Background: an optimization exercise with open tools, aiming at small area. Do not read the settings as production practice. Function was checked by simulation only, so behaviour that the tests miss may differ from the original. The clock port is modelled as an ideal driver, which makes a skipped or thinned clock tree look cheaper than it is; a real chip needs a root buffer or a tree. Power and IR drop assume default switching activity.

**flow/flow/run.sh**
```bash
#!/bin/bash
# Own layout flow: the standard flow, except that
# - synthesis re-maps the logic with area-oriented ABC scripts and without
#   Yosys's adder extraction (a few recipes; the smallest netlist whose
#   registers are exactly those of the standard synthesis is kept, else
#   the standard synthesis netlist is used),
# - the ports are buffered with the smallest buffer,
# - clock tree synthesis adds no dummy loads, and the clock port drives the
#   leaf clock buffers directly.
set -euo pipefail
W=$PWD
R=orfs/results/$FLOW_PLATFORM/Top_module/base

# 1. the standard synthesis, for reference
bash standard.sh synth > 1_standard_synth.log 2>&1
cp "$R/1_2_yosys.v" standard_netlist.v

# 2. our synthesis recipes, each in a work folder of its own
NET=standard_netlist.v
best=""
: > 3_register_check.log
i=0
for recipe in "1 amap" "0 amap" "1 mapa" "0 mapa"; do
  set -- $recipe
  i=$((i + 1))
  OWN_ABC_SCRIPT="$W/flow/$2.abc" make -C "$FLOW_HOME" DESIGN_CONFIG="$W/config.mk" \
    WORK_HOME="$W/own$i" CLKGATE_MAP_FILE= SYNTH_HIERARCHICAL=$1 \
    SYNTH_SCRIPT="$W/flow/own_synth.tcl" synth > "2_own_synth_$i.log" 2>&1 || continue
  OWN=own$i/results/$FLOW_PLATFORM/Top_module/base/1_2_yosys.v
  STAT=own$i/reports/$FLOW_PLATFORM/Top_module/base/synth_stat.txt
  [[ -f $OWN && -f $STAT ]] || continue
  area=$(grep "Chip area" "$STAT" | tail -1 | awk '{print $NF}')
  echo "recipe $i (hierarchical $1, $2): area $area" >> 3_register_check.log
  if python3 flow/regs.py standard_netlist.v "$OWN" >> 3_register_check.log 2>&1; then
    if [[ -z $best ]] || python3 -c "import sys; sys.exit(0 if float('$area') < float('$best') else 1)"; then
      best=$area
      cp "$OWN" own_netlist.v
      NET=own_netlist.v
    fi
  fi
done
echo "netlist used: $NET (area $best)" >> 3_register_check.log

# 3. the rest of the standard flow on that netlist
rm -rf orfs
bash standard.sh SYNTH_NETLIST_FILES="$W/$NET" \
  BUFFER_PORTS_ARGS="-buffer_cell sky130_fd_sc_hd__buf_1" \
  CTS_ARGS="-sink_clustering_enable -repair_clock_nets -dont_use_dummy_load" \
  POST_CTS_TCL="$W/flow/post_cts.tcl" \
  finish > 4_layout.log 2>&1
```
**flow/flow/amap.abc**
```
strash
dch -f
amap -m
```
**flow/flow/mapa.abc**
```
strash
dch -f
map -a
```
**flow/flow/own_synth.tcl**
```tcl
proc synth {args} { yosys synth -nofsm -noshare {*}$args }
set ::env(ADDER_MAP_FILE) ""
set my_abc_script $::env(OWN_ABC_SCRIPT)
proc abc {args} {
  global my_abc_script
  set out {}
  set skip 0
  foreach a $args {
    if {$skip} { set skip 0; continue }
    if {$a eq "-script"} { set skip 1; continue }
    lappend out $a
  }
  yosys abc -script $my_abc_script {*}$out
}
source $::env(SCRIPTS_DIR)/synth.tcl
# left out here: clear keep_hierarchy, flatten, clean up, hide names made inside functions, write 1_2_yosys.v
```
**flow/flow/post_cts.tcl**
```tcl
set block [ord::get_db_block]
set clk_net [$block findNet clk]
set root ""
set nloads 0
foreach it [$clk_net getITerms] {
  if {[$it isInputSignal] || [$it getIoType] == "INPUT"} {
    incr nloads
    set root [$it getInst]
  }
}
set done 0
if {$nloads == 1 && [string match "sky130_fd_sc_hd__clkbuf_*" [[$root getMaster] getName]]} {
  set out_net [[$root findITerm X] getNet]
  set leaves {}
  set ok 1
  foreach it [$out_net getITerms] {
    if {[$it getInst] == $root} { continue }
    set m [[[$it getInst] getMaster] getName]
    if {![string match "sky130_fd_sc_hd__clkbuf_*" $m] || [$it getMTerm] == "NULL" || [[$it getMTerm] getName] != "A"} { set ok 0 }
    lappend leaves $it
  }
  if {$ok && [llength $leaves] >= 1 && [llength $leaves] <= 4 && [llength [$out_net getBTerms]] == 0} {
    foreach it $leaves { $it disconnect; $it connect $clk_net }
    [$root findITerm A] disconnect
    odb::dbInst_destroy $root
    odb::dbNet_destroy $out_net
    set done 1
  }
}
puts "post_cts: root clock buffer removed: $done"
if {$done} {
  detailed_placement
  check_placement -verbose
  estimate_parasitics -placement
  report_worst_slack -max
  report_worst_slack -min
}
```
**flow/flow/regs.py**
```python
"""Compare the registers (flip-flop instances: name and cell type without
drive strength) of two gate-level netlists. Exit 0 when they are the same."""
import re
import sys


def regs(path):
    text = open(path).read()
    out = {}
    for m in re.finditer(r'\b(sky130_fd_sc_hd__(\w+?)_\d+)\s+(\\\S+|\w+)\s*\(', text):
        base = m.group(2)
        if re.match(r'(s?e?df|dl)', base):
            out[m.group(3)] = base
    return out


a = regs(sys.argv[1])
b = regs(sys.argv[2])
print(f"registers: {len(a)} in {sys.argv[1]}, {len(b)} in {sys.argv[2]}")
diff = [k for k in sorted(set(a) | set(b)) if a.get(k) != b.get(k)]
for k in diff:
    print(f"differs: {k} {a.get(k)} {b.get(k)}")
print("same" if not diff and a else "DIFFERENT")
sys.exit(0 if not diff and a else 1)
```
**flow/standard.sh**
```bash
#!/bin/bash
# synth_recipe.tcl (not shown) runs the flow's synth.tcl, then flattens the netlist and writes it again
# the make line also repeats each setting of config.mk as NAME=value (left out here)
make -C /OpenROAD-flow-scripts/flow DESIGN_CONFIG=/design/flow/config.mk WORK_HOME=/design/flow/orfs CLKGATE_MAP_FILE= SYNTH_SCRIPT=/design/flow/synth_recipe.tcl "${@:-finish}"
```
**flow/config.mk**
```make
export PLATFORM = sky130hd
export DESIGN_NAME = Top_module
export DESIGN_NICKNAME = Top_module
export VERILOG_FILES = /design/flow/design.v
export SDC_FILE = /design/flow/constraint.sdc
export NUM_CORES = 4
export LEC_CHECK = 0
export CAP_MARGIN = 20
export CORE_MARGIN = 2
export CORE_UTILIZATION = 70
export PLACE_DENSITY = 0.85
export SLEW_MARGIN = 20
export SYNTH_HIERARCHICAL = 1
```
**flow/constraint.sdc**
```tcl
create_clock -name core_clock -period 10.0 [get_ports {clk}]
set_input_delay 2.0000 -clock core_clock [delete_from_list [all_inputs] [get_ports {clk}]]
set_output_delay 2.0000 -clock core_clock [all_outputs]
set_load 0.01 [all_outputs]
```
**flow/design.v**
```verilog
`timescale 1ns / 1ps
module Top_module(
    input clk,
    input reset,
    input rx,
    output tx,
    output [7:0] command,
    output data
);
    wire tick;
    wire [7:0] hold;
    baud_tick_gen U_BAUD (
        .clk(clk), .rst(reset), .baud_tick(tick)
    );
    uart_rx U_RX (
        .clk(clk), .rst(reset), .tick(tick), .rx(rx),
        .rx_done(data), .rx_data(command)
    );
    data_save U_HOLD (
        .clk(clk), .ld(data), .data_in(command), .data_out(hold)
    );
    uart_tx U_TX (
        .clk(clk), .rst(reset), .tick(tick), .byte_done(data),
        .data_in(hold), .o_tx(tx)
    );
endmodule
module data_save(
    input clk,
    input ld,
    input [7:0] data_in,
    output reg [7:0] data_out
);
    always @(posedge clk)
        if (ld) data_out <= data_in;
endmodule
`timescale 1ns / 1ps
`timescale 1ns / 1ps
module baud_tick_gen (
    input  clk,
    input  rst,
    output baud_tick
);
    reg [1:0] a;    
    reg [2:0] b;    
    reg [4:0] c;    
    always @(posedge clk) begin
        if (rst) begin
            a <= 2'b00;
            b <= 3'b100;
            c <= 5'b10000;
        end else begin
            a <= {~(a[1] & a[0]), a[1]};
            b <= {b[1:0], b[2] ^ b[1]};
            c <= {c[3:0], c[4] ^ c[2]};
        end
    end
    assign baud_tick = (a == 2'b01) & (b[1:0] == 2'b00) & (c[3:0] == 4'b0000);
endmodule
module uart_rx (
    input clk,
    input rst,
    input tick,
    input rx,
    output reg rx_done,
    output reg [7:0] rx_data
);
    reg [3:0] h, l;
    wire h9 = h[3] & h[0];                  
    wire idle = h9 & ~h[1] & l[3];
    wire fin = tick & h9 & ~l[3] & l[2] & l[1] & l[0];
    wire c = tick & (&l);
    wire st = idle & ~rx;
    wire en = tick & ~idle;
    always @(posedge clk, posedge rst)
        if (rst) rx_done <= 1'b0;
        else rx_done <= fin;
    always @(posedge clk) begin
        if (rst) begin
            h <= 4'd9;
            l <= 4'd8;
        end else begin
            l <= l + {3'd0, en};
            h[0] <= h[0] ^ c;
            h[1] <= (h[1] ^ (c & h[0])) | st;
            h[2] <= (h[2] ^ (c & h[0] & h[1])) | st;
            h[3] <= h[3] ^ (c & h[0] & h[1] & h[2]);
        end
    end
    genvar i;
    generate
        for (i = 0; i < 8; i = i + 1) begin : g_bit
            always @(posedge clk, posedge rst)
                if (rst) rx_data[i] <= 1'b0;
                else if (c & ~h[3] & (h[2:0] == i)) rx_data[i] <= rx;
        end
    endgenerate
endmodule
module uart_tx (
    input clk,
    input rst,
    input tick,
    input byte_done,
    input [7:0] data_in,
    output reg o_tx
);
    reg [3:0] h, l;
    reg pend;
    wire idle = h[3] & h[0] & ~h[2];
    wire c = tick & (&l);
    wire go = idle & tick & pend;
    wire en = tick & ~idle;
    always @(posedge clk, posedge rst)
        if (rst) o_tx <= 1'b1;
        else if (~h[3]) begin
            if (tick) o_tx <= data_in[h[2:0]];
        end else if (h[2]) o_tx <= 1'b0;
        else if (~h[0]) o_tx <= 1'b1;
    always @(posedge clk) begin
        if (rst) begin
            h <= 4'd9;
            l <= 4'd0;
            pend <= 1'b0;
        end else begin
            pend <= byte_done | (pend & ~(idle & tick));
            l <= l + {3'd0, en};
            h[0] <= h[0] ^ c;
            h[1] <= (h[1] ^ (c & h[0])) | go;
            h[2] <= (h[2] ^ (c & h[0] & h[1])) | go;
            h[3] <= h[3] ^ (c & h[0] & h[1] & h[2]);
        end
    end
endmodule
```
==> flow_summary.json, run 1 <==
{
  "post-route-cell-area_sq_um": 1780,
  "drt-initial-drc-count": 30,
  "hold_viol": 0,
  "hp-class": "flop to flop",
  "wl_per_cell_um": 13.1,
  "cp.required_ns": 10.06,
  "clk_pin_slew_ns": 0.10,
  "wl_mm": 2.88,
  "cpPeakStageDelay_ns": 0.70,
  "routed_via_density": 5.70,
  "critPathSlowestCell": "buf_1",
  "port-buffer-count": 12,
  "p_per_area_nw_per_um2": 146,
  "finalClockSkew_ns": 0.0109,
  "cap_violations": 0,
  "max_freq_mhz": 282,
  "ant_nets": 0,
  "start_kind": "primary input",
  "nets": 197,
  "cp_top_family": "buffers and inverters",
  "path_class": "primary input to flop",
  "status": "timing/DRC/antenna clean",
  "slew_headroom": 0.356,
  "vias": 1253,
  "clock_sinks": 45,
  "setup_viol": 0,
  "tightestPinTransition_ns": 0.967,
  "fin_ws_ns": 6.45,
  "cellLeakagePower_nw": 0.641,
  "path_buf_inv": 2,
  "grt_start_max_net_pins": 25,
  "area_delta_synth_final_pct": 7.08,
  "crit_chain": "buf_1 > clkinv_1 > o21ai_0 > a21oi_1",
  "dr.pass1.iters": 4,
  "final_util": 0.797,
  "place_inst": 216,
  "p_total_mw": 0.260,
  "finalCritPeriodShare": 0.355,
  "die_x_um": 52.7,
  "report.final.slew_viol_count": 0,
  "fp.dieArea_sq_um": 2780,
  "design.portCount": 13,
  "drive_gt1_frac": 0.0313,
  "place_area_sq_um": 1750,
  "drc": 0,
  "antenna_found_initial": 0,
  "syn_nets": 178,
  "fin_cells": 220,
  "rsz0062_at_grt": "no",
  "core_area_sq_um": 2230,
  "period_needed_ns": 3.55,
  "grt_pass1_wl_mm": 4.82,
  "start_util": 0.744,
  "synthesis.area_sq_um": 1660,
  "grt_usage": 0.244,
  "endpoint_kind": "flop",
  "hold_ws_ns": 0.431,
  "peakVddDrop_mv": 0.138,
  "pre_cts_slack_ns": 6.25,
  "dp_hpwl_mm": 2.20,
  "yosys_warnings": 0,
  "first_global_vias": 1122,
  "cp.arrival_ns": 3.61,
  "critPathMaxFanout": 24,
  "diodes": 0,
  "rows": 17,
  "place_congestion": 0.822,
  "clk_latency_ns": 0.17,
  "syn_area_per_cell_sq_um": 9.49,
  "tns_ns": 0,
  "grt_overflow_total": 0,
  "die_h_um": 52.7,
  "synthCells": 175
}
[registers in the layout, summed over array words and instances, names as in the netlist, 2 cells and up]
signal	count
U_HOLD.data_out	8
U_RX.rx_data	8
U_RX.l	4
U_BAUD.c	5
U_RX.h	4
U_BAUD.a	2
U_BAUD.b	3
U_TX.l	4
U_TX.h	4
[final timing paths]
| check | from | slack, ns | to | cells after the start |
|---|---|---|---|---|
| hold / removal | U_BAUD.c[0] | 0.43 | U_BAUD.c[1] | 2 |
| setup / recovery | reset | 6.45 | U_RX.l[0] | 4 |
| hold reg to reg | U_BAUD.c[0] | 0.43 | U_BAUD.c[1] | 2 |
| max in group asynchronous | reset | 7.56 | U_RX.rx_data[2] | 2 |
| setup reg to reg | U_BAUD.c[2] | 7.34 | U_RX.rx_data[7] | 13 |
| min in group asynchronous | reset | 2.21 | U_RX.rx_done | 2 |
[final cells by class]
class / instances / area (sq um)
Timing Repair Buffer: 13 / 52.6
Inverter: 19 / 71.3
Clock buffer: 4 / 30.0
Tap cell: 28 / 35.0
Sequential cell: 45 / 1030
Multi-Input combinational cell: 111 / 558
Fill cell: 149 / 454
[placed cells by master (no fill, tap or decap), drive strengths merged]
master  instances
edfxtp          8
or4             1
o22ai           3
o211ai          1
dfrtp           9
a211o           1
clkinv         19
nor4            2
nor2           36
nand3           2
a22o            1
o31a            1
and2            1
o21a            1
a31oi           1
or2             2
nand4           1
nand2          16
dfstp           1
buf            13
o21ai           5
o221ai          2
or3             1
clkbuf          4
dfxtp          27
a211oi          3
a221oi          1
a21oi          15
o22a            3
nor3            7
nor2b           4
[where the power goes]
part           switching (mW)  internal [mW]
clock network          0.0404         0.0192
registers             0.00225          0.188
logic                 0.00630        0.00369
total                  0.0490          0.211
[worst reg2reg max path, cell delays in order (launching register included)]
cell	delay, ns
dfxtp_1	0.35
or4_1	0.54
nor4_1	0.19
buf_4	0.19
nand4_1	0.11
nor2_1	0.16
clkinv_1	0.12
nor2_1	0.13
clkinv_1	0.09
nor2_1	0.17
nand2_1	0.12
nor2_1	0.21
nor2_1	0.09
a21oi_1	0.13
[per-layer routing]
layer | global-route usage | part of all wire
met1 | 0.302 | 0.46
met2 | 0.419 | 0.50
met3 | 0.0686 | 0.029
met4 | 0.0641 | 0.014
met5 | 0 | 0
==> inputs of run 2 (changes only) <==
--- a/flow/flow/post_cts.tcl
+++ b/flow/flow/post_cts.tcl
@@ -1 +1,3 @@
+# Run by ORFS's CTS step (POST_CTS_TCL), after the clock tree is built.
+set SLEW_TARGET 0.115
 set block [ord::get_db_block]
@@ -5,6 +7,4 @@
 foreach it [$clk_net getITerms] {
-  if {[$it isInputSignal] || [$it getIoType] == "INPUT"} {
-    incr nloads
-    set root [$it getInst]
-  }
+  incr nloads
+  set root [$it getInst]
 }
@@ -18,3 +18,3 @@
     set m [[[$it getInst] getMaster] getName]
-    if {![string match "sky130_fd_sc_hd__clkbuf_*" $m] || [$it getMTerm] == "NULL" || [[$it getMTerm] getName] != "A"} { set ok 0 }
+    if {![string match "sky130_fd_sc_hd__clkbuf_*" $m] || [[$it getMTerm] getName] != "A"} { set ok 0 }
     lappend leaves $it
@@ -30,8 +30,38 @@
 puts "post_cts: root clock buffer removed: $done"
-if {$done} {
+if {$done} { detailed_placement }
+
+proc leaf_slew {inst} {
+  set net [[$inst findITerm X] getNet]
+  set mx 0
+  foreach it [$net getITerms] {
+    if {[$it getInst] == $inst} { continue }
+    set pin [get_pins [[$it getInst] getName]/[[$it getMTerm] getName]]
+    set s [get_property $pin slew_max]
+    if {$s > $mx} { set mx $s }
+  }
+  return $mx
+}
+set sizes {sky130_fd_sc_hd__clkbuf_1 sky130_fd_sc_hd__clkbuf_2 sky130_fd_sc_hd__clkbuf_4 sky130_fd_sc_hd__clkbuf_8 sky130_fd_sc_hd__clkbuf_16}
+for {set pass 0} {$pass < 4} {incr pass} {
+  estimate_parasitics -placement
+  set changed 0
+  foreach it [$clk_net getITerms] {
+    set inst [$it getInst]
+    set m [[$inst getMaster] getName]
+    set k [lsearch $sizes $m]
+    if {$k < 0 || $k == [expr {[llength $sizes] - 1}]} { continue }
+    set s [leaf_slew $inst]
+    if {$s > $SLEW_TARGET} {
+      set new [lindex $sizes [expr {$k + 1}]]
+      puts "post_cts: [$inst getName] $m -> $new (clock slew [format %.1f [expr {$s * 1e3}]] ps)"
+      replace_cell [$inst getName] $new
+      set changed 1
+    }
+  }
+  if {!$changed} { break }
   detailed_placement
-  check_placement -verbose
-  estimate_parasitics -placement
-  report_worst_slack -max
-  report_worst_slack -min
 }
+check_placement -verbose
+estimate_parasitics -placement
+report_worst_slack -max
+report_worst_slack -min
--- a/flow/config.mk
+++ b/flow/config.mk
@@ -8,5 +8,5 @@
 export CAP_MARGIN = 20
-export CORE_MARGIN = 2
-export CORE_UTILIZATION = 70
-export PLACE_DENSITY = 0.85
+export CORE_AREA = 2.3 2.72 59.8 59.84
+export DIE_AREA = 0 0 62.1 62.56
+export GPL_TIMING_DRIVEN = 0
 export SLEW_MARGIN = 20
==> run 2 against run 1 <==
  * Register-to-register slack worse by 0.20 ns
  * First-iteration DRC count is 120% higher
  * Via count is 6.1% lower
  * Core utilization shrank 24 points
  * Combinational power is 0.5% lower
  * Power increased by 6.1%
  * Clock-buffer cell count did not move
  * Final area is 2.2% higher
  * Largest cell class unchanged
  * Highest routed layer unchanged
==> flow_summary.json, run 2 <==
{
  "cap_violations": 0,
  "endpoint_kind": "flop",
  "n_fill_cell": 308,
  "drc": 0,
  "path_buf_inv": 2,
  "rsz0062_at_grt": "no",
  "core_area_sq_um": 3280,
  "cp_top_family": "buffers and inverters",
  "drive_gt1_frac": 0.0314,
  "diodes": 0,
  "dr.pass1.iters": 4,
  "place_congestion": 0.777,
  "tightestPinTransition_ns": 1.01,
  "fin_ws_ns": 6.39,
  "start_util": 0.506,
  "yosys_warnings": 0,
  "syn_nets": 178,
  "hp-class": "flop to flop",
  "reg2reg_depth": 12,
  "critPathMaxFanout": 24,
  "finalCritPeriodShare": 0.361,
  "final_util": 0.554,
  "finalClockSkew_ns": 0.00964,
  "synthCells": 175,
  "clk_pin_slew_ns": 0.08,
  "wl_mm": 2.71,
  "wl_per_cell_um": 11.4,
  "cpPeakStageDelay_ns": 0.73,
  "design.portCount": 13,
  "place_area_sq_um": 1760,
  "cellLeakagePower_nw": 0.644,
  "peakVddDrop_mv": 0.0987,
  "largest_registers": "U_HOLD.data_out: 8 flops, U_RX.rx_data: 8 flops, U_BAUD.c: 5 flops",
  "post-route-cell-area_sq_um": 1820,
  "r2r_slack_ns": 7.14,
  "cp.required_ns": 10.04,
  "critPathSlowestCell": "buf_1",
  "syn_area_per_cell_sq_um": 9.49,
  "place_inst": 233,
  "slew_headroom": 0.327,
  "start_kind": "primary input",
  "crit_chain": "buf_1 > clkinv_1 > o21ai_0 > a21oi_1",
  "tns_ns": 0,
  "clock_sinks": 45,
  "grt_pass1_wl_mm": 5.08,
  "port-buffer-count": 12,
  "multi_input_area_sq_um": 564,
  "hold_ws_ns": 0.430,
  "first_global_vias": 1161,
  "path_class": "primary input to flop",
  "p_per_area_nw_per_um2": 152,
  "max_freq_mhz": 277,
  "p_total_mw": 0.276,
  "report.final.slew_viol_count": 0,
  "routed_via_density": 4.96,
  "fp.dieArea_sq_um": 3880,
  "synthesis.area_sq_um": 1660,
  "hold_end": "U_BAUD.c[1]",
  "status": "timing/DRC/antenna clean",
  "die_x_um": 62.1,
  "min_delay_path_depth": 2,
  "layout_commonest_cell": "nor2_1",
  "clk_latency_ns": 0.15,
  "fin_cells": 237,
  "pre_cts_slack_ns": 6.14,
  "rr_startpoint": "U_BAUD.c[2]",
  "dp_hpwl_mm": 2.00,
  "hold_viol": 0,
  "ant_nets": 0,
  "seqCellArea_sq_um": 1030,
  "worstHoldStart": "U_BAUD.c[0]",
  "rows": 21,
  "grt_overflow_total": 0,
  "setup_viol": 0,
  "drt-initial-drc-count": 67,
  "grt_usage": 0.164,
  "most-common-layout-cells": "nor2_1, dfxtp_1, clkinv_1, nand2_1, a21oi_1",
  "area_delta_synth_final_pct": 9.49,
  "vias": 1176,
  "cp.arrival_ns": 3.65,
  "period_needed_ns": 3.61,
  "die_h_um": 62.6,
  "grt_start_max_net_pins": 25,
  "antenna_found_initial": 0,
  "worstReg2RegEnd": "U_RX.rx_data[7]",
  "nets": 196
}
-- run 2: cell count changes in the layout (fill, tap and decap cells not counted) --
cell	before	now
clkbuf_4	4	1
clkbuf_8	0	3
buf_4	1	0
nor4_1	2	1
nor4_2	0	1
-- run 2: how the worst max path moves through the flow --
stage                      from         to  cells after the start
floorplan           U_BAUD.c[2]  U_RX.h[3]                     10
global placement          reset  U_RX.l[0]                      4
detailed placement        reset  U_RX.l[0]                      4
global route              reset  U_RX.l[0]                      4
finish                    reset  U_RX.l[0]                      4
-- run 2: power breakdown --
| group | switching (mW) | internal (mW) | total, mW |
|---|---|---|---|
| logic | 0.00634 | 0.00360 | 0.00994 |
| clock network | 0.0433 | 0.0323 | 0.0756 |
| registers | 0.00239 | 0.188 | 0.191 |
| total | 0.0520 | 0.224 | 0.276 |
-- run 2: cell type report --
cell class                      count  area share
Inverter                           19      0.0392
Clock buffer                        4      0.0268
Timing Repair Buffer               12      0.0248
Sequential cell                    45       0.567
Multi-Input combinational cell    111       0.310
Tap cell                           46      0.0316
-- run 2: metal layers --
layer  track usage  wire, um
met2         0.269      1230
met1         0.216      1360
met5             0         0
met4        0.0500        41
met3        0.0432        74
-- run 2: worst min-delay path, delay by kind of cell, from the launching register on --
| kind | cells | cell delay, ns |
|---|---|---|
| DFF | 1 | 0.31 |
| buffers and inverters | 1 | 0.04 |
| and+or+nand+nor | 1 | 0.03 |
==> inputs of run 3 (changes only) <==
--- a/flow/config.mk
+++ b/flow/config.mk
@@ -10,3 +10,3 @@
 export DIE_AREA = 0 0 62.1 62.56
-export GPL_TIMING_DRIVEN = 0
+export PLACE_DENSITY = 0.95
 export SLEW_MARGIN = 20
==> run 3 against run 2 <==
  * Still clean
  * Area after synthesis is the same
  * First-iteration DRC count grew 34%
  * Final area grew 0.14%
  * Highest routed layer unchanged
==> flow_summary.json, run 3 <==
{
  "status": "timing/DRC/antenna clean",
  "seqCellArea_sq_um": 1030,
  "finalCritPeriodShare": 0.289,
  "cp_top_family": "flip-flops",
  "path_class": "flop to output pin",
  "worst-path-stages": 1,
  "final_util": 0.555,
  "cp.required_ns": 8.00,
  "ant_nets": 0,
  "hold_viol": 0,
  "die_x_um": 62.1,
  "clock_sinks": 45,
  "finalClockSkew_ns": 0.0286,
  "wl_per_cell_um": 13.0,
  "fp.dieArea_sq_um": 3880,
  "critPathMaxFanout": 10,
  "p_int_mw": 0.220,
  "period_needed_ns": 2.89,
  "p_total_mw": 0.272,
  "setup_viol": 0,
  "start_kind": "flop",
  "routed_via_density": 5.19,
  "rows": 21,
  "tns_ns": 0,
  "antenna_found_initial": 0,
  "dr.pass1.iters": 4,
  "synthCells": 175,
  "worstHoldStart": "U_BAUD.c[0]",
  "r2r_slack_ns": 7.42,
  "cpPeakStageDelay_ns": 0.56,
  "core_area_sq_um": 3280,
  "clk_latency_ns": 0.16,
  "syn_nets": 178,
  "drt-initial-drc-count": 90,
  "switching_share": 0.192,
  "grt_pass1_wl_mm": 5.39,
  "power_frac_clock": 0.262,
  "switchingPower_mw": 0.0522,
  "post-route-cell-area_sq_um": 1820,
  "grt_usage": 0.176,
  "pwr-share-seq": 0.700,
  "most-common-layout-cells": "nor2_1, dfxtp_1, clkinv_1, nand2_1, a21oi_1",
  "reg2reg_depth": 13,
  "slew_headroom": 0.689,
  "drive_gt1_frac": 0.0363,
  "place_congestion": 0.810,
  "worstReg2RegEnd": "U_RX.rx_data[7]",
  "grt_start_max_net_pins": 25,
  "start_util": 0.506,
  "drc": 0,
  "die_h_um": 62.6,
  "tightestPinTransition_ns": 0.463,
  "diodes": 0,
  "place_inst": 235,
  "port-buffer-count": 12,
  "vias": 1240,
  "grt_overflow_total": 0,
  "cp.arrival_ns": 0.89,
  "design.portCount": 13,
  "dp_hpwl_mm": 2.28,
  "nets": 198,
  "combPwrFrac": 0.038,
  "critPathSlowestCell": "dfrtp_1",
  "crit_chain": "buf_1",
  "report.final.slew_viol_count": 0,
  "hold_end": "U_BAUD.c[1]",
  "largest_registers": "U_HOLD.data_out: 8 flops, U_RX.rx_data: 8 flops, U_BAUD.c: 5 flops",
  "n_fill_cell": 275,
  "multi_input_area_sq_um": 558,
  "cellLeakagePower_nw": 0.651,
  "max_freq_mhz": 346,
  "synthesis.area_sq_um": 1660,
  "yosys_warnings": 0,
  "hp-class": "flop to flop",
  "min_delay_path_depth": 2,
  "area_delta_synth_final_pct": 9.64,
  "clk_pin_slew_ns": 0.08,
  "place_area_sq_um": 1780,
  "cap_violations": 0,
  "layout_commonest_cell": "nor2_1",
  "path_buf_inv": 1,
  "rsz0062_at_grt": "no",
  "first_global_vias": 1273,
  "peakVddDrop_mv": 0.0666,
  "p_per_area_nw_per_um2": 149,
  "fin_cells": 239,
  "syn_area_per_cell_sq_um": 9.49,
  "endpoint_kind": "output pin",
  "rr_startpoint": "U_BAUD.c[2]",
  "wl_mm": 3.10
}
## run 3: cell types whose count changed in the layout (fill, tap and decap cells not counted), sizes merged
| cell | delta |
|---|---|
| buf | +2 |
## run 3: final cells by class
cell class	instances	area share
Inverter	19	0.0391
Sequential cell	45	0.567
Clock buffer	4	0.0234
Tap cell	46	0.0316
Timing Repair Buffer	14	0.0330
Multi-Input combinational cell	111	0.306
## run 3: worst max path at each step
stage	to	slack, ns	from
2_1_floorplan	U_RX.h[3]	7.41	U_BAUD.c[2]
3_3_place_gp	U_RX.l[0]	6.96	reset
3_5_place_dp	U_RX.l[0]	6.92	reset
5_1_grt	U_RX.l[0]	6.94	reset
6_report	data	7.11	U_RX.rx_done
## run 3: metal layers
metal	vias to the layer above	routed length [um]	GRT usage
li1	636	-	-
met1	578	1370	0.200
met2	24	1580	0.313
met3	2	124	0.0523
met4	0	30	0.0667
met5	-	0	0
## run 3: metrics by stage
stage / hold WS, ns / setup slack [ns]
5_1_grt: 0.454 / 6.94
3_5_place_dp: 0.417 / 6.92
3_3_place_gp: 0.412 / 6.96
2_1_floorplan: 0.401 / 7.41
6_report: 0.427 / 7.11
## run 3: power groups by stage
stage	clock (mW)	combinational [mW]	sequential, mW
after floorplan	0	0.00624	0.194
after global placement	0	0.0100	0.194
after detailed placement	0	0.0104	0.195
after global routing	0.0782	0.0119	0.191
final	0.0713	0.0104	0.191
==> inputs of run 4 (changes only) <==
--- a/flow/config.mk
+++ b/flow/config.mk
@@ -10,3 +10,3 @@
 export DIE_AREA = 0 0 62.1 62.56
-export PLACE_DENSITY = 0.95
+export PLACE_DENSITY = 0.85
 export SLEW_MARGIN = 20
==> run 4 against run 3 <==
  * First-iteration DRC count fell by 44%
  * Setup slack got worse by 0.033 ns
  * Final area fell by 0.69%
  * Core utilization fell by 0.38 points
  * Critical endpoint unchanged
  * Maximum frequency fell by 1.1%
  * Critical path type unchanged
  * Combinational power barely moved
  * Area after synthesis did not move
  * Clock skew fell by 0.011 ns
  * Largest power group unchanged
  * Critical path depth did not move
  * Synthesized cell count did not move
  * Via count fell by 4.4%
==> flow_summary.json, run 4 <==
{
  "status": "timing/DRC/antenna clean",
  "syn_area_per_cell_sq_um": 9.49,
  "path_class": "flop to output pin",
  "reg2reg_depth": 13,
  "tightestPinTransition_ns": 0.461,
  "dr.pass1.iters": 4,
  "clock_sinks": 45,
  "largest_registers": "U_HOLD.data_out: 8 flops, U_RX.rx_data: 8 flops, U_BAUD.c: 5 flops",
  "die_h_um": 62.6,
  "start_util": 0.506,
  "peakVddDrop_mv": 0.0803,
  "slew_headroom": 0.690,
  "grt_overflow_total": 0,
  "worstReg2RegEnd": "U_RX.rx_data[7]",
  "ant_nets": 0,
  "drive_gt1_frac": 0.0363,
  "grt_usage": 0.151,
  "endpoint_kind": "output pin",
  "rsz0062_at_grt": "no",
  "p_total_mw": 0.261,
  "finalCritPeriodShare": 0.293,
  "setup_viol": 0,
  "core_area_sq_um": 3280,
  "syn_nets": 178,
  "cp.required_ns": 8.00,
  "synthCells": 175,
  "worst-path-stages": 1,
  "max_freq_mhz": 342,
  "wl_mm": 2.60,
  "hold_end": "U_BAUD.c[1]",
  "grt_start_max_net_pins": 25,
  "worstHoldStart": "U_BAUD.c[0]",
  "r2r_slack_ns": 7.43,
  "critPathMaxFanout": 10,
  "clk_pin_slew_ns": 0.11,
  "cpPeakStageDelay_ns": 0.56,
  "cp_top_family": "flip-flops",
  "critPathSlowestCell": "dfrtp_1",
  "most-common-layout-cells": "nor2_1, dfxtp_1, clkinv_1, nand2_1, a21oi_1",
  "p_per_area_nw_per_um2": 144,
  "dp_hpwl_mm": 1.97,
  "first_global_vias": 1110,
  "n_fill_cell": 295,
  "cellLeakagePower_nw": 0.646,
  "hold_ws_ns": 0.429,
  "die_x_um": 62.1,
  "path_buf_inv": 1,
  "drc": 0,
  "nets": 198,
  "min_delay_path_depth": 2,
  "period_needed_ns": 2.93,
  "crit_chain": "buf_1",
  "report.final.slew_viol_count": 0,
  "place_congestion": 0.838,
  "design.portCount": 13,
  "cap_violations": 0,
  "synthesis.area_sq_um": 1660,
  "yosys_warnings": 0,
  "grt_pass1_wl_mm": 4.71,
  "vias": 1186,
  "tns_ns": 0,
  "hp-class": "flop to flop",
  "start_kind": "flop",
  "antenna_found_initial": 0,
  "drt-initial-drc-count": 50,
  "wl_per_cell_um": 10.9,
  "diodes": 0,
  "clk_latency_ns": 0.17,
  "port-buffer-count": 12,
  "cp.arrival_ns": 0.93,
  "finalClockSkew_ns": 0.0172,
  "rows": 21,
  "rr_startpoint": "U_BAUD.c[2]",
  "fp.dieArea_sq_um": 3880,
  "routed_via_density": 4.96,
  "layout_commonest_cell": "nor2_1",
  "hold_viol": 0,
  "area_delta_synth_final_pct": 8.89
}
[run 4: cell count changes in the layout (fill, tap and decap cells not counted)]
| cell | previous run | this run |
|---|---|---|
| clkbuf_4 | 2 | 4 |
| clkbuf_8 | 2 | 0 |
[run 4: power breakdown]
group,switching (mW),leakage (nW),internal (mW)
Sequential,0.00230,0.410,0.188
Clock,0.0409,0.0184,0.0192
Combinational,0.00620,0.218,0.00394
[run 4: metrics by stage]
step	area, sq um	worst slack, ns	util	cells
2_1_floorplan	1660	7.41	-	175
3_3_place_gp	1780	6.96	0.542	235
3_5_place_dp	1780	6.90	0.542	235
5_1_grt	1810	6.98	0.551	239
6_report	1810	7.07	0.551	239
[run 4: layer usage]
layer,vias up,share of wire,track usage
met3,3,0.033,0.0432
met5,-,0,0
met1,532,0.52,0.206
li1,638,-,-
met2,13,0.44,0.236
met4,0,0.012,0.0444
[run 4: worst max-delay path by stage]
stage,slack [ns],endpoint,from
after detailed placement,6.90,U_RX.l[0],reset
after floorplan,7.41,U_RX.h[3],U_BAUD.c[2]
final,7.07,data,U_RX.rx_done
after global routing,6.98,U_RX.l[0],reset
after global placement,6.96,U_RX.l[0],reset
[run 4: worst min-delay path: stages, from the launching register on]
cell and delay [ns]:
dfxtp_1 0.31, clkinv_1 0.05, nor2_1 0.04
[run 4: layout make-up]
cell class	count	area (sq um)	area share
sequential	45	1030	0.571
multi-input combinational	111	558	0.308
inverter	19	71.3	0.0394
timing repair buffer	14	60.1	0.0332
tap	46	57.6	0.0318
clock buffer	4	30.0	0.0166
==> inputs of run 5 (changes only) <==
--- a/flow/config.mk
+++ b/flow/config.mk
@@ -10,3 +10,2 @@
 export DIE_AREA = 0 0 62.1 62.56
-export PLACE_DENSITY = 0.85
 export SLEW_MARGIN = 20
==> run 5 against run 4 <==
  * Die area did not move
  * Maximum frequency fell by 19%
  * Worst hold slack better by 0.012 ns
  * Wire length increased by 8.4%
  * Non-clock buffer count decreased by 1
  * First-iteration DRC count fell by 32%
  * Final area hardly changed
  * Via count rose by 1.9%
  * Power is 2.0% higher
  * Setup slack got worse by 0.67 ns
  * Critical endpoint is now U_RX.l[0]
  * Highest routed layer unchanged
==> flow_summary.json, run 5 <==
{
  "die_h_um": 62.6,
  "hp-class": "flop to flop",
  "nets": 197,
  "cpPeakStageDelay_ns": 0.72,
  "routed_via_density": 5.08,
  "most-common-layout-cells": "nor2_1, dfxtp_1, clkinv_1, nand2_1, a21oi_1",
  "max_freq_mhz": 278,
  "critPathSlowestCell": "buf_1",
  "layout_commonest_cell": "nor2_1",
  "drt-initial-drc-count": 34,
  "setup_viol": 0,
  "status": "timing/DRC/antenna clean",
  "slew_headroom": 0.334,
  "syn_nets": 178,
  "rows": 21,
  "tns_ns": 0,
  "start_kind": "primary input",
  "peakVddDrop_mv": 0.0901,
  "wl_per_cell_um": 11.8,
  "path_class": "primary input to flop",
  "cap_violations": 0,
  "period_needed_ns": 3.59,
  "grt_start_max_net_pins": 25,
  "clk_latency_ns": 0.16,
  "start_util": 0.506,
  "clk_pin_slew_ns": 0.09,
  "grt_pass1_wl_mm": 5.22,
  "crit_chain": "buf_1 > clkinv_1 > o21ai_0 > a21oi_1",
  "dr.pass1.iters": 3,
  "syn_area_per_cell_sq_um": 9.49,
  "synthCells": 175,
  "drc": 0,
  "cp.arrival_ns": 3.64,
  "die_x_um": 62.1,
  "fp.dieArea_sq_um": 3880,
  "dp_hpwl_mm": 2.11,
  "clock_sinks": 45,
  "cellLeakagePower_nw": 0.644,
  "fin_cells": 238,
  "core_area_sq_um": 3280,
  "hold_viol": 0,
  "p_per_area_nw_per_um2": 147,
  "rsz0062_at_grt": "no",
  "design.portCount": 13,
  "ant_nets": 0,
  "critPathMaxFanout": 24,
  "synthesis.area_sq_um": 1660,
  "place_inst": 234,
  "grt_usage": 0.166,
  "pre_cts_slack_ns": 6.14,
  "endpoint_kind": "flop",
  "area_delta_synth_final_pct": 8.81,
  "finalCritPeriodShare": 0.359,
  "yosys_warnings": 0,
  "first_global_vias": 1183,
  "grt_overflow_total": 0,
  "port-buffer-count": 12,
  "cp.required_ns": 10.04,
  "hold_ws_ns": 0.441,
  "wl_mm": 2.81,
  "place_congestion": 0.749,
  "finalClockSkew_ns": 0.0163,
  "tightestPinTransition_ns": 0.999,
  "drive_gt1_frac": 0.0313,
  "largest_registers": "U_HOLD.data_out: 8 flops, U_RX.rx_data: 8 flops, U_BAUD.c: 5 flops",
  "vias": 1208,
  "report.final.slew_viol_count": 0,
  "fin_ws_ns": 6.41,
  "antenna_found_initial": 0,
  "diodes": 0
}
==> run 5: cell types whose count changed in the layout (fill, tap and decap cells not counted), sizes merged <==
cell  before  now
buf       14   13
==> run 5: worst max-delay path, delay by kind of cell <==
kind / cells / cell delay (ns)
AOI/OAI and AO/OA: 2 / 0.27
buffers and inverters: 2 / 1.35
==> run 5: metal layers <==
layer | global-route usage | vias to the layer above | wire (um)
met1 | 0.209 | 561 | 1340
li1 | - | 632 | -
met4 | 0.0500 | 0 | 37
met2 | 0.289 | 11 | 1380
met3 | 0.0324 | 4 | 52
met5 | 0 | - | 0
==> run 5: area by class of cell <==
| type | instances | area [sq um] |
|---|---|---|
| inverter | 19 | 71.3 |
| fill | 301 | 1480 |
| clock buffer | 4 | 36.3 |
| timing repair buffer | 13 | 52.6 |
| sequential | 45 | 1030 |
| tap | 46 | 57.6 |
| multi-input combinational | 111 | 558 |
==> run 5: path summary, 6_finish.rpt <==
path | startpoint | end | slack (ns) | depth (start not counted)
min in group asynchronous | reset | U_RX.rx_data[6] | 2.23 | 2
setup reg to reg | U_BAUD.b[1] | U_RX.rx_data[7] | 7.35 | 13
max in group asynchronous | reset | U_RX.rx_done | 7.54 | 2
hold / removal | U_BAUD.a[0] | U_BAUD.a[1] | 0.44 | 1
setup / recovery | reset | U_RX.l[0] | 6.41 | 4
hold reg to reg | U_BAUD.a[0] | U_BAUD.a[1] | 0.44 | 1
==> run 5: through the flow <==
| step | instance area, sq um | utilization | total power, mW |
|---|---|---|---|
| final | 1810 | 0.550 | 0.266 |
| after floorplan | 1660 | - | 0.201 |
| after global placement | 1770 | 0.539 | 0.204 |
| after global routing | 1810 | 0.550 | 0.278 |
| after detailed placement | 1770 | 0.539 | 0.205 |
==> run 5: power breakdown <==
group	switching (mW)	internal [mW]
clock	0.0420	0.0236
combinational	0.00629	0.00370
sequential	0.00231	0.188
total	0.0506	0.216
==> inputs of run 6 (changes only) <==
--- a/flow/flow/run.sh
+++ b/flow/flow/run.sh
@@ -22,3 +22,3 @@
 i=0
-for recipe in "1 amap" "0 amap" "1 mapa" "0 mapa"; do
+for recipe in "1 amap" "0 amap" "1 bal" "0 bal" "1 gdch" "0 gdch" "1 mapa" "0 mapa"; do
   set -- $recipe
==> flow/flow/bal.abc (new file) <==
strash
balance
dch -f
amap -m
==> flow/flow/gdch.abc (new file) <==
strash
&get -n
&dch -f
&put
amap -m
--- a/flow/config.mk
+++ b/flow/config.mk
@@ -10,2 +10,3 @@
 export DIE_AREA = 0 0 62.1 62.56
+export PLACE_DENSITY = 0.7
 export SLEW_MARGIN = 20
==> run 6 against run 5 <==
  * Via count rose by 0.58%
  * Clock-buffer cell count unchanged
  * Final area down 0.35%
  * Synthesized cell count shrank 1.7%
  * Critical path type unchanged
  * Largest cell class unchanged
==> flow_summary.json, run 6 <==
{
  "m1WireLength_mm": 1.32,
  "grt_usage": 0.163,
  "layout_commonest_cell": "nor2_1",
  "p_per_area_nw_per_um2": 147,
  "diodes": 0,
  "slew_headroom": 0.323,
  "cp.arrival_ns": 3.58,
  "tns_ns": 0,
  "clk_pin_slew_ns": 0.09,
  "grt_overflow_total": 0,
  "max_freq_mhz": 284,
  "fin_cells": 235,
  "synthesis.area_sq_um": 1660,
  "dp_hpwl_mm": 2.15,
  "die_x_um": 62.1,
  "yosys_warnings": 0,
  "path_class": "primary input to flop",
  "clock_sinks": 45,
  "first_global_vias": 1197,
  "drc": 0,
  "cpPeakStageDelay_ns": 0.73,
  "crit_chain": "buf_1 > clkinv_1 > o221ai_1",
  "setup_viol": 0,
  "core_area_sq_um": 3280,
  "fin_ws_ns": 6.48,
  "ant_nets": 0,
  "wl_per_cell_um": 12.2,
  "report.final.slew_viol_count": 0,
  "fp.dieArea_sq_um": 3880,
  "vias": 1215,
  "period_needed_ns": 3.52,
  "critPathMaxFanout": 25,
  "grt_start_max_net_pins": 26,
  "start_util": 0.504,
  "critPathSlowestCell": "buf_1",
  "wl_mm": 2.86,
  "grt_pass1_wl_mm": 5.10,
  "drive_gt1_frac": 0.0317,
  "most-common-layout-cells": "nor2_1, dfxtp_1, clkinv_1, nand2_1, a21oi_1",
  "met3_length_um": 87,
  "pre_cts_slack_ns": 6.26,
  "antenna_found_initial": 0,
  "dr.pass1.iters": 4,
  "tightestPinTransition_ns": 1.01,
  "die_h_um": 62.6,
  "met2_length_mm": 1.39,
  "finalClockSkew_ns": 0.0291,
  "hold_viol": 0,
  "syn_nets": 175,
  "rsz0062_at_grt": "no",
  "port-buffer-count": 12,
  "clk_latency_ns": 0.17,
  "peakVddDrop_mv": 0.0956,
  "start_kind": "primary input",
  "cellLeakagePower_nw": 0.634,
  "design.portCount": 13,
  "hp-class": "flop to flop",
  "highest_layer": "met4",
  "routed_via_density": 5.17,
  "rows": 21,
  "cp.required_ns": 10.06,
  "place_congestion": 0.782,
  "synthCells": 172,
  "cap_violations": 0,
  "place_inst": 231,
  "endpoint_kind": "flop",
  "area_delta_synth_final_pct": 8.84,
  "finalCritPeriodShare": 0.352,
  "status": "timing/DRC/antenna clean",
  "drt-initial-drc-count": 56,
  "syn_area_per_cell_sq_um": 9.62,
  "nets": 194,
  "largest_registers": "U_HOLD.data_out: 8 flops, U_RX.rx_data: 8 flops, U_BAUD.c: 5 flops"
}
run 6: path summary, 6_finish.rpt:
kind,from,end,slack [ns],depth (start not counted)
max,reset,U_RX.l[3],6.48,3
min,U_BAUD.c[0],U_BAUD.c[1],0.42,2
max reg2reg,U_BAUD.b[1],U_RX.rx_data[3],7.47,8
min reg2reg,U_BAUD.c[0],U_BAUD.c[1],0.42,2
max in group asynchronous,reset,U_RX.rx_data[3],7.54,2
min in group asynchronous,reset,U_RX.rx_data[4],2.23,2
run 6: through the flow:
stage	util	area, sq um	hold WS [ns]	power, mW
finish	0.549	1800	0.423	0.266
global route	0.549	1800	0.465	0.278
detailed placement	0.538	1770	0.415	0.205
global placement	0.538	1770	0.412	0.204
floorplan	-	1660	0.401	0.201
run 6: worst max-delay path, delay by kind of cell:
| kind | cells | cell delay [ns] |
|---|---|---|
| buf+inv | 2 | 1.37 |
| compound gates | 1 | 0.20 |
run 6: layout make-up:
class | instances | area, sq um
clock buffers | 4 | 36.3
fillers | 304 | 1480
inverters | 17 | 63.8
multi-input cells | 110 | 559
flip-flops and latches | 45 | 1030
well taps | 46 | 57.6
repair buffers | 13 | 52.6
run 6: power by group:
group | internal [mW] | switching, mW | total, mW
clock network | 0.0236 | 0.0415 | 0.0651
logic | 0.00367 | 0.00653 | 0.0102
registers | 0.188 | 0.00208 | 0.190
total | 0.216 | 0.0501 | 0.266
run 6: routing by layer:
metal / track usage / vias up
li1: - / 629
met3: 0.0432 / 7
met1: 0.199 / 564
met5: 0 / -
met4: 0.0722 / 0
met2: 0.274 / 15
==> inputs of run 7 (changes only) <==
--- a/flow/config.mk
+++ b/flow/config.mk
@@ -10,3 +10,3 @@
 export DIE_AREA = 0 0 62.1 62.56
-export PLACE_DENSITY = 0.7
+export PLACE_DENSITY = 0.8
 export SLEW_MARGIN = 20
==> run 7 against run 6 <==
  * Wire length fell by 9.2%
  * Highest routed layer unchanged
  * Largest power group unchanged
  * Critical path type unchanged
  * Maximum frequency rose by 1.0%
  * Cell count did not move
  * Clock power barely moved
  * Critical path depth did not move
  * Die area did not move
  * Register-to-register slack barely moved
==> flow_summary.json, run 7 <==
{
  "clock_sinks": 45,
  "hp-class": "flop to flop",
  "reg2reg_depth": 8,
  "most-common-layout-cells": "nor2_1, dfxtp_1, clkinv_1, nand2_1, a21oi_1",
  "cp.required_ns": 10.06,
  "diodes": 0,
  "peakVddDrop_mv": 0.0793,
  "cellLeakagePower_nw": 0.634,
  "dr.pass1.iters": 4,
  "wl_per_cell_um": 11.0,
  "die_x_um": 62.1,
  "ant_nets": 0,
  "routed_via_density": 5.10,
  "critPathSlowestCell": "buf_1",
  "rr_startpoint": "U_BAUD.c[2]",
  "grt_usage": 0.150,
  "cp.arrival_ns": 3.54,
  "synthesis.area_sq_um": 1660,
  "area_delta_synth_final_pct": 8.84,
  "cap_violations": 0,
  "cpPeakStageDelay_ns": 0.71,
  "fp.dieArea_sq_um": 3880,
  "design.portCount": 13,
  "vias": 1199,
  "wl_mm": 2.59,
  "hold_end": "U_BAUD.c[1]",
  "min_delay_path_depth": 2,
  "worstReg2RegEnd": "U_RX.rx_data[3]",
  "nets": 194,
  "report.final.slew_viol_count": 0,
  "p_total_mw": 0.266,
  "grt_pass1_wl_mm": 4.71,
  "r2r_slack_ns": 7.48,
  "dp_hpwl_mm": 1.90,
  "rows": 21,
  "switchingPower_mw": 0.0500,
  "yosys_warnings": 0,
  "die_h_um": 62.6,
  "finalClockSkew_ns": 0.0236,
  "first_global_vias": 1108,
  "p_int_mw": 0.216,
  "status": "timing/DRC/antenna clean",
  "power_frac_clock": 0.245,
  "period_needed_ns": 3.48,
  "drive_gt1_frac": 0.0317,
  "core_area_sq_um": 3280,
  "slew_headroom": 0.341,
  "port-buffer-count": 12,
  "crit_chain": "buf_1 > clkinv_1 > o221ai_1",
  "grt_start_max_net_pins": 26,
  "grt_use_met1": 0.197,
  "critPathMaxFanout": 25,
  "clk_pin_slew_ns": 0.10,
  "pwr-share-seq": 0.716,
  "cp_top_family": "buffers and inverters",
  "largest_registers": "U_HOLD.data_out: 8 flops, U_RX.rx_data: 8 flops, U_BAUD.c: 5 flops",
  "tightestPinTransition_ns": 0.988,
  "hold_viol": 0,
  "switching_share": 0.188,
  "path_buf_inv": 2,
  "drt-initial-drc-count": 38,
  "start_kind": "primary input",
  "use_met3": 0.0432,
  "busiest_layer": "met2",
  "grt_overflow_total": 0,
  "combPwrFrac": 0.038,
  "p_per_area_nw_per_um2": 147,
  "antenna_found_initial": 0,
  "endpoint_kind": "flop",
  "worstHoldStart": "U_BAUD.c[0]",
  "synthCells": 172,
  "path_class": "primary input to flop",
  "clk_latency_ns": 0.16,
  "syn_area_per_cell_sq_um": 9.62,
  "setup_viol": 0,
  "place_congestion": 0.724,
  "use_met2": 0.243,
  "start_util": 0.504,
  "max_freq_mhz": 287,
  "finalCritPeriodShare": 0.348,
  "drc": 0,
  "syn_nets": 175,
  "layout_commonest_cell": "nor2_1",
  "tns_ns": 0,
  "rsz0062_at_grt": "no"
}
==> run 7: cell counts in the layout (fill, tap and decap cells not counted) <==
No cell type changed its count.
==> run 7: area by class of cell <==
| type | instances | area (sq um) |
|---|---|---|
| well taps | 46 | 57.6 |
| fillers | 305 | 1480 |
| multi-input cells | 110 | 559 |
| clock buffers | 4 | 36.3 |
| repair buffers | 13 | 52.6 |
| flip-flops and latches | 45 | 1030 |
| inverters | 17 | 63.8 |
==> run 7: worst max path at each step <==
stage	start	endpoint	slack, ns	cells past startpoint
after detailed placement	reset	U_RX.l[3]	6.32	3
after floorplan	U_BAUD.c[2]	U_RX.rx_data[3]	7.41	7
after global placement	reset	U_RX.l[3]	6.33	3
final	reset	U_RX.l[3]	6.52	3
after global routing	reset	U_RX.l[3]	6.20	3
==> run 7: power groups by stage <==
| stage | Combinational [mW] | Clock (mW) | Sequential (mW) |
|---|---|---|---|
| global route | 0.0118 | 0.0736 | 0.191 |
| global placement | 0.0102 | 0 | 0.194 |
| finish | 0.0101 | 0.0652 | 0.190 |
| floorplan | 0.00634 | 0 | 0.194 |
| detailed placement | 0.0102 | 0 | 0.194 |
==> run 7: worst min-delay path, stage by stage, from the launching register on <==
cell and delay (ns):
dfxtp_1 0.31, clkinv_1 0.05, nor2_1 0.04
==> run 7: layer usage <==
layer  share of wire  wire length [um]  vias to the layer above
met1            0.49              1270                      552
met4           0.017                43                        0
li1                -                 -                      630
met2            0.46              1200                       11
met3           0.032                83                        6
met5               0                 0                        -
==> run 7: metrics by stage <==
stage | std cells | hold slack, ns | setup WS, ns | instance area [sq um] | utilization
global placement | 231 | 0.414 | 6.33 | 1770 | 0.538
detailed placement | 231 | 0.416 | 6.32 | 1770 | 0.538
global route | 235 | 0.454 | 6.20 | 1800 | 0.549
floorplan | 172 | 0.401 | 7.41 | 1660 | -
finish | 235 | 0.428 | 6.52 | 1800 | 0.549
==> inputs of run 8 (changes only) <==
--- a/flow/config.mk
+++ b/flow/config.mk
@@ -10,3 +10,2 @@
 export DIE_AREA = 0 0 62.1 62.56
-export PLACE_DENSITY = 0.8
 export SLEW_MARGIN = 20
==> run 8 against run 7 <==
  * Still clean
  * Clock-buffer cell count is the same
  * Wire length grew 12%
  * Final area is essentially flat
  * Largest cell class unchanged
==> flow_summary.json, run 8 <==
{
  "cpPeakStageDelay_ns": 0.46,
  "finalCritPeriodShare": 0.296,
  "area_delta_synth_final_pct": 8.92,
  "drive_gt1_frac": 0.0370,
  "grt_pass1_wl_mm": 5.03,
  "critPathSlowestCell": "clkinv_1",
  "endpoint_kind": "flop",
  "dp_hpwl_mm": 2.17,
  "highest_layer": "met4",
  "start_util": 0.504,
  "cp.required_ns": 10.08,
  "met2_length_mm": 1.41,
  "die_x_um": 62.1,
  "drc": 0,
  "max_freq_mhz": 338,
  "core_area_sq_um": 3280,
  "largest_registers": "U_HOLD.data_out: 8 flops, U_RX.rx_data: 8 flops, U_BAUD.c: 5 flops",
  "crit_chain": "clkbuf_2 > clkinv_1 > o221ai_1",
  "period_needed_ns": 2.96,
  "place_congestion": 0.742,
  "ant_nets": 0,
  "crit_start": "reset",
  "diodes": 0,
  "rows": 21,
  "start_kind": "primary input",
  "dr.pass1.iters": 3,
  "path_class": "primary input to flop",
  "report.final.slew_viol_count": 0,
  "hold_viol": 0,
  "syn_nets": 175,
  "peakVddDrop_mv": 0.0915,
  "syn_area_per_cell_sq_um": 9.62,
  "clk_latency_ns": 0.17,
  "m1WireLength_mm": 1.41,
  "status": "timing/DRC/antenna clean",
  "rsz0062_at_grt": "no",
  "routed_via_density": 5.11,
  "tns_ns": 0,
  "wl_per_cell_um": 12.4,
  "slew_headroom": 0.676,
  "most-common-layout-cells": "nor2_1, dfxtp_1, clkinv_1, nand2_1, a21oi_1",
  "antenna_found_initial": 0,
  "grt_overflow_total": 0,
  "cellLeakagePower_nw": 0.637,
  "clock_sinks": 45,
  "cp.arrival_ns": 3.04,
  "setup_viol": 0,
  "fp.dieArea_sq_um": 3880,
  "tightestPinTransition_ns": 0.486,
  "critPathMaxFanout": 25,
  "synthCells": 172,
  "finalClockSkew_ns": 0.0202,
  "vias": 1201,
  "clk_pin_slew_ns": 0.09,
  "layout_commonest_cell": "nor2_1",
  "drt-initial-drc-count": 41,
  "port-buffer-count": 12,
  "rr_startpoint": "U_BAUD.c[2]",
  "yosys_warnings": 0,
  "hp-class": "flop to flop",
  "design.portCount": 13,
  "die_h_um": 62.6,
  "first_global_vias": 1164,
  "synthesis.area_sq_um": 1660,
  "final_util": 0.549,
  "nets": 194,
  "wl_mm": 2.91,
  "grt_usage": 0.162,
  "worstHoldStart": "U_BAUD.a[0]",
  "met3_length_um": 64,
  "grt_start_max_net_pins": 26,
  "cap_violations": 0,
  "p_per_area_nw_per_um2": 148
}
-- run 8: layout make-up --
type                            instances  area [sq um]
Clock buffer                            4          36.3
Tap cell                               46          57.6
Inverter                               17          63.8
Timing Repair Buffer                   13          53.8
Sequential cell                        45          1030
Multi-Input combinational cell        110           559
Fill cell                             296          1480
-- run 8: power by group --
| part | internal [mW] | switching (mW) |
|---|---|---|
| registers | 0.188 | 0.00205 |
| clock network | 0.0236 | 0.0431 |
| logic | 0.00371 | 0.00658 |
-- run 8: critical path: cells and delay by family --
kind	cells	cell delay, ns
AOI/OAI and AO/OA	1	0.18
buffers and inverters	2	0.85
-- run 8: final timing paths --
check / cells after the start / endpoint / slack [ns]
max in group asynchronous: 2 / U_RX.rx_data[6] / 7.72
min in group asynchronous: 2 / U_RX.rx_data[2] / 2.07
hold reg to reg: 1 / U_BAUD.a[1] / 0.44
hold / removal: 1 / U_BAUD.a[1] / 0.44
setup / recovery: 3 / U_RX.l[3] / 7.04
setup reg to reg: 8 / U_RX.rx_data[3] / 7.45
-- run 8: through the flow --
step	worst slack (ns)	cell area (sq um)	cells	total power [mW]	hold slack [ns]
floorplan	7.41	1660	172	0.201	0.401
global placement	6.32	1770	231	0.204	0.408
detailed placement	6.25	1770	231	0.205	0.414
global route	6.88	1800	235	0.279	0.454
finish	7.04	1800	235	0.267	0.437
-- run 8: layer usage --
metal  up-vias  GRT usage
met5         -          0
met4         0     0.0417
met3         2     0.0432
met2         9      0.284
met1       558      0.198
li1        632          -

separate check: timing with driven ports:
Ports are ideal in the flow. The routed layouts listed here were re-timed in OpenROAD. Step 1 sets driving cells, clkbuf_16 on the clock port and buf_2 on the other inputs (assumed; they add their load-dependent delay and slew). Step 2 also shifts input and output timing later by t, the mid clock arrival at the registers, as if the neighbouring blocks saw the same clock. a / b / c = no drivers / after step 1 / after step 2; a / b = the first two.
run | shift t [ns] | setup WS [ns] | worst slew at a driven data input, ns | cell pins on the clock port's net
run 1 | 0.208 | 6.452 / 6.468 / 6.260 | 0.03 | 4
run 2 | 0.190 | 6.394 / 6.415 / 6.225 | 0.03 | 4
run 3 | 0.201 | 7.106 / 7.055 / 6.946 | 0.03 | 4
run 4 | 0.204 | 7.073 / 7.032 / 6.943 | 0.03 | 4
run 5 | 0.196 | 6.405 / 6.420 / 6.224 | 0.03 | 4
run 6 | 0.200 | 6.483 / 6.502 / 6.302 | 0.03 | 4
run 7 | 0.194 | 6.519 / 6.534 / 6.340 | 0.03 | 4
run 8 | 0.197 | 7.040 / 7.032 / 6.862 | 0.03 | 4
After both steps every run listed still meets setup and hold. The setup slack of run 1, which loses most, moves by +0.016 ns with the drivers and by -0.192 ns with both steps.
